This is an optimization exercise on Yosys and OpenROAD, whose aim is small area, a short achievable clock period and few clock cycles, not a production implementation.
Only simulation tests tie the RTL to the original design; equivalence was not proved.
No activity file was given, so power comes from the tool's default toggle rates.

==> flow/design.v <==
module gpio_top(
	wb_clk_i, wb_rst_i, wb_cyc_i, wb_adr_i, wb_dat_i, wb_sel_i, wb_we_i, wb_stb_i,
	wb_dat_o, wb_ack_o, wb_err_o, wb_inta_o,
	aux_i,
	ext_pad_i, ext_pad_o, ext_padoe_o,
	clk_pad_i
);
parameter dw = 32;
parameter aw = 8;
parameter gw = 32;
input             wb_clk_i;
input             wb_rst_i;
input             wb_cyc_i;
input   [aw-1:0]  wb_adr_i;
input   [dw-1:0]  wb_dat_i;
input   [3:0]     wb_sel_i;
input             wb_we_i;
input             wb_stb_i;
output  [dw-1:0]  wb_dat_o;
output            wb_ack_o;
output            wb_err_o;
output            wb_inta_o;
input   [gw-1:0]  aux_i;
input   [gw-1:0]  ext_pad_i;
input             clk_pad_i;
output  [gw-1:0]  ext_pad_o;
output  [gw-1:0]  ext_padoe_o;
reg  [gw-1:0] rgpio_in;
reg  [gw-1:0] rgpio_out;
reg  [gw-1:0] rgpio_oe;
reg  [gw-1:0] rgpio_inte;
reg  [gw-1:0] rgpio_ptrig;
reg  [gw-1:0] rgpio_aux;
reg  [1:0]    rgpio_ctrl;
reg  [gw-1:0] rgpio_ints;
reg  [gw-1:0] rgpio_eclk;
reg  [gw-1:0] rgpio_nec;
reg  [gw-1:0] sync, ext_pad_s;
reg  [gw-1:0] pextc_sampled;
reg           sync_clk, clk_s, clk_r;
reg           wb_inta_o;
reg  [gw-1:0] ext_pad_o;
wire       req    = wb_cyc_i & wb_stb_i;
wire       valid  = (wb_adr_i[7:6] == 2'b00) & (wb_adr_i[1:0] == 2'b00);
wire [3:0] ofs    = wb_adr_i[5:2];
wire       wr     = req & wb_we_i & valid;
assign wb_ack_o = req & valid & ~wb_rst_i;
assign wb_err_o = req & ~valid & ~wb_rst_i;
wire wr_out   = wr & (ofs == 4'h1);
wire wr_oe    = wr & (ofs == 4'h2);
wire wr_inte  = wr & (ofs == 4'h3);
wire wr_ptrig = wr & (ofs == 4'h4);
wire wr_aux   = wr & (ofs == 4'h5);
wire wr_ctrl  = wr & (ofs == 4'h6);
wire wr_ints  = wr & (ofs == 4'h7);
wire wr_eclk  = wr & (ofs == 4'h8);
wire wr_nec   = wr & (ofs == 4'h9);
function [gw-1:0] bytewr;
	input [gw-1:0] old;
	input [dw-1:0] d;
	input [3:0]    s;
	begin
		bytewr[31:24] = s[3] ? d[31:24] : old[31:24];
		bytewr[23:16] = s[2] ? d[23:16] : old[23:16];
		bytewr[15:8]  = s[1] ? d[15:8]  : old[15:8];
		bytewr[7:0]   = s[0] ? d[7:0]   : old[7:0];
	end
endfunction
always @(posedge wb_clk_i or posedge wb_rst_i)
	if (wb_rst_i) begin
		rgpio_out   <= {gw{1'b0}};
		rgpio_oe    <= {gw{1'b0}};
		rgpio_inte  <= {gw{1'b0}};
		rgpio_ptrig <= {gw{1'b0}};
		rgpio_aux   <= {gw{1'b0}};
		rgpio_eclk  <= {gw{1'b0}};
		rgpio_nec   <= {gw{1'b0}};
	end else begin
		if (wr_out)   rgpio_out   <= bytewr(rgpio_out,   wb_dat_i, wb_sel_i);
		if (wr_oe)    rgpio_oe    <= bytewr(rgpio_oe,    wb_dat_i, wb_sel_i);
		if (wr_inte)  rgpio_inte  <= bytewr(rgpio_inte,  wb_dat_i, wb_sel_i);
		if (wr_ptrig) rgpio_ptrig <= bytewr(rgpio_ptrig, wb_dat_i, wb_sel_i);
		if (wr_aux)   rgpio_aux   <= bytewr(rgpio_aux,   wb_dat_i, wb_sel_i);
		if (wr_eclk)  rgpio_eclk  <= bytewr(rgpio_eclk,  wb_dat_i, wb_sel_i);
		if (wr_nec)   rgpio_nec   <= bytewr(rgpio_nec,   wb_dat_i, wb_sel_i);
	end
always @(posedge wb_clk_i or posedge wb_rst_i)
	if (wb_rst_i)
		rgpio_ctrl <= 2'b0;
	else if (wr_ctrl)
		rgpio_ctrl <= wb_dat_i[1:0];
	else if (rgpio_ctrl[0])
		rgpio_ctrl[1] <= rgpio_ctrl[1] | wb_inta_o;
always @(posedge wb_clk_i or posedge wb_rst_i)
	if (wb_rst_i) begin
		sync      <= {gw{1'b0}};
		ext_pad_s <= {gw{1'b0}};
		sync_clk  <= 1'b0;
		clk_s     <= 1'b0;
		clk_r     <= 1'b0;
	end else begin
		sync      <= ext_pad_i;
		ext_pad_s <= sync;
		sync_clk  <= clk_pad_i;
		clk_s     <= sync_clk;
		clk_r     <= clk_s;
	end
wire          pedge   = clk_s & ~clk_r;
wire          nedge   = ~clk_s & clk_r;
wire [gw-1:0] in_lach = (~rgpio_nec & {gw{pedge}}) | (rgpio_nec & {gw{nedge}});
wire [gw-1:0] extc_in = (in_lach & ext_pad_s) | (~in_lach & pextc_sampled);
wire [gw-1:0] in_muxed = (rgpio_eclk & pextc_sampled) | (~rgpio_eclk & ext_pad_s);
always @(posedge wb_clk_i or posedge wb_rst_i)
	if (wb_rst_i) begin
		pextc_sampled <= {gw{1'b0}};
		rgpio_in      <= {gw{1'b0}};
	end else begin
		pextc_sampled <= extc_in;
		rgpio_in      <= in_muxed;
	end
always @(posedge wb_clk_i or posedge wb_rst_i)
	if (wb_rst_i)
		rgpio_ints <= {gw{1'b0}};
	else if (wr_ints)
		rgpio_ints <= wb_dat_i;
	else if (rgpio_ctrl[0])
		rgpio_ints <= rgpio_ints | (((in_muxed ^ rgpio_in) & ~(in_muxed ^ rgpio_ptrig)) & rgpio_inte);
always @(posedge wb_clk_i or posedge wb_rst_i)
	if (wb_rst_i)
		wb_inta_o <= 1'b0;
	else
		wb_inta_o <= (|rgpio_ints) & rgpio_ctrl[0];
assign ext_padoe_o = rgpio_oe;
always @(posedge wb_clk_i or posedge wb_rst_i)
	if (wb_rst_i)
		ext_pad_o <= {gw{1'b0}};
	else
		ext_pad_o <= (rgpio_out & ~rgpio_aux) | (aux_i & rgpio_aux);
reg [dw-1:0] rdat;
always @(*)
	case (ofs)
		4'h1:    rdat = rgpio_out;
		4'h2:    rdat = rgpio_oe;
		4'h3:    rdat = rgpio_inte;
		4'h4:    rdat = rgpio_ptrig;
		4'h5:    rdat = rgpio_aux;
		4'h6:    rdat = {{dw-2{1'b0}}, rgpio_ctrl};
		4'h7:    rdat = rgpio_ints;
		4'h8:    rdat = rgpio_eclk;
		4'h9:    rdat = rgpio_nec;
		default: rdat = rgpio_in;
	endcase
assign wb_dat_o = rdat;
endmodule
Settings: LEC_CHECK=0, CAP_MARGIN=20, CORE_MARGIN=2, CORE_UTILIZATION=40, PLACE_DENSITY=0.6, SETUP_SLACK_MARGIN=3.0, SLEW_MARGIN=20; clock period 5.0 ns.
run.sh (not shown) runs the stock make flow with config.mk's settings and CLKGATE_MAP_FILE= SYNTH_SCRIPT=/design/flow/synth_recipe.tcl, a recipe that flattens the netlist after the stock synthesis.
Testbench counts at the start, summed over its fixed seeds: cycles 24,000.
==> next run, changes <==
--- a/flow/config.mk
+++ b/flow/config.mk
@@ -10,4 +10,4 @@
 export CORE_UTILIZATION = 40
 export PLACE_DENSITY = 0.6
-export SETUP_SLACK_MARGIN = 3.0
+export SETUP_SLACK_MARGIN = 1.0
 export SLEW_MARGIN = 20
=> The new run went through all stages and came out clean. Via count falls by 6.5%. Final cell count falls by about 5%. Core utilization falls by 8.3 points. Design area falls by about 14%. Synthesized cell count does not change. Die area stays the same. First-iteration DRC count falls by about 3%. Fmax falls by about 9%. Global-route usage falls by 3.5 points. Total power falls by 6.3%.
==> next run, changes <==
==> flow/flow/run.sh (new file) <==
#!/bin/bash
cp standard.sh standard_sh.txt
export BUFFER_PORTS_ARGS="-buffer_cell sky130_fd_sc_hd__buf_1"
bash standard.sh > standard.log 2>&1
==> flow/standard.sh (new file) <==
#!/bin/bash
# synth_recipe.tcl (not shown) runs the flow's synth.tcl, then flattens the netlist and writes it again
# the make line also repeats each setting of config.mk as NAME=value (left out here)
make -C /OpenROAD-flow-scripts/flow DESIGN_CONFIG=/design/flow/config.mk WORK_HOME=/design/flow/orfs CLKGATE_MAP_FILE= SYNTH_SCRIPT=/design/flow/synth_recipe.tcl "${@:-finish}"
--- a/flow/config.mk
+++ b/flow/config.mk
@@ -10,4 +10,3 @@
 export CORE_UTILIZATION = 40
 export PLACE_DENSITY = 0.6
-export SETUP_SLACK_MARGIN = 1.0
 export SLEW_MARGIN = 20
removed: flow/run.sh
Effect: Clock-buffer cell count increases by 2. Flip-flop and latch count does not change. Cell area shrinks by 6.7%.
==> next run, changes <==
--- a/flow/config.mk
+++ b/flow/config.mk
@@ -10,3 +10,4 @@
 export CORE_UTILIZATION = 40
 export PLACE_DENSITY = 0.6
+export SETUP_SLACK_MARGIN = 2.0
 export SLEW_MARGIN = 20
The changed run went through all stages and came out clean.
Wire length grows by a few percent.
Final area went up by a few percent.
Clock power increases by a few percent.
==> next run, changes <==
==> flow/run.sh (new file) <==
#!/bin/bash
# synth_recipe.tcl (not shown) runs the flow's synth.tcl, then flattens the netlist and writes it again
# the make line also repeats each setting of config.mk as NAME=value (left out here)
make -C /OpenROAD-flow-scripts/flow DESIGN_CONFIG=/design/flow/config.mk WORK_HOME=/design/flow/orfs CLKGATE_MAP_FILE= SYNTH_SCRIPT=/design/flow/synth_recipe.tcl finish
--- a/flow/config.mk
+++ b/flow/config.mk
@@ -10,4 +10,3 @@
 export CORE_UTILIZATION = 40
 export PLACE_DENSITY = 0.6
-export SETUP_SLACK_MARGIN = 2.0
 export SLEW_MARGIN = 20
removed: flow/flow/run.sh
removed: flow/standard.sh
The new run finished clean.
Sequential share of layout area is lower by 0.84 points.
Via count is lower by 1.3%.
Worst hold slack got worse by 0.0034 ns.
Final area is higher by about 1.8%.
Clock power is lower by about 1%.
Global-route usage is lower by 0.72 points.

## static timing again, ports no longer ideal
The results above use ideal ports. As a check the final layouts listed here were re-extracted and re-timed, cells and wires unchanged.
Step 1 sets driving cells, clkbuf_16 on the clock port and buf_2 on the other inputs (assumed; they add their load-dependent delay and slew).
Step 2 moves the port delays by t, midway between the first and last clock arrival at a register: inputs arrive t later, outputs are due t later. That takes back most of the time a late clock gives input paths.
a / b / c = no drivers / after step 1 / after step 2; a / b = the first two.
run	t, ns	setup slack, ns	worst setup path after step 2
the first run	0.625	1.412 / 1.348 / 1.348	input to output
the second run	0.635	1.050 / 1.021 / 1.021	input to output
the third run	0.626	0.738 / 0.671 / 0.671	input to output
the fourth run	0.623	1.527 / 1.443 / 1.443	input to output
the fifth run	0.631	0.382 / 0.356 / 0.356	input to output
After both steps setup and hold are still met in every run listed. The setup slack of the fourth run, which loses most, moves by -0.084 ns with the drivers and by -0.084 ns with both steps.
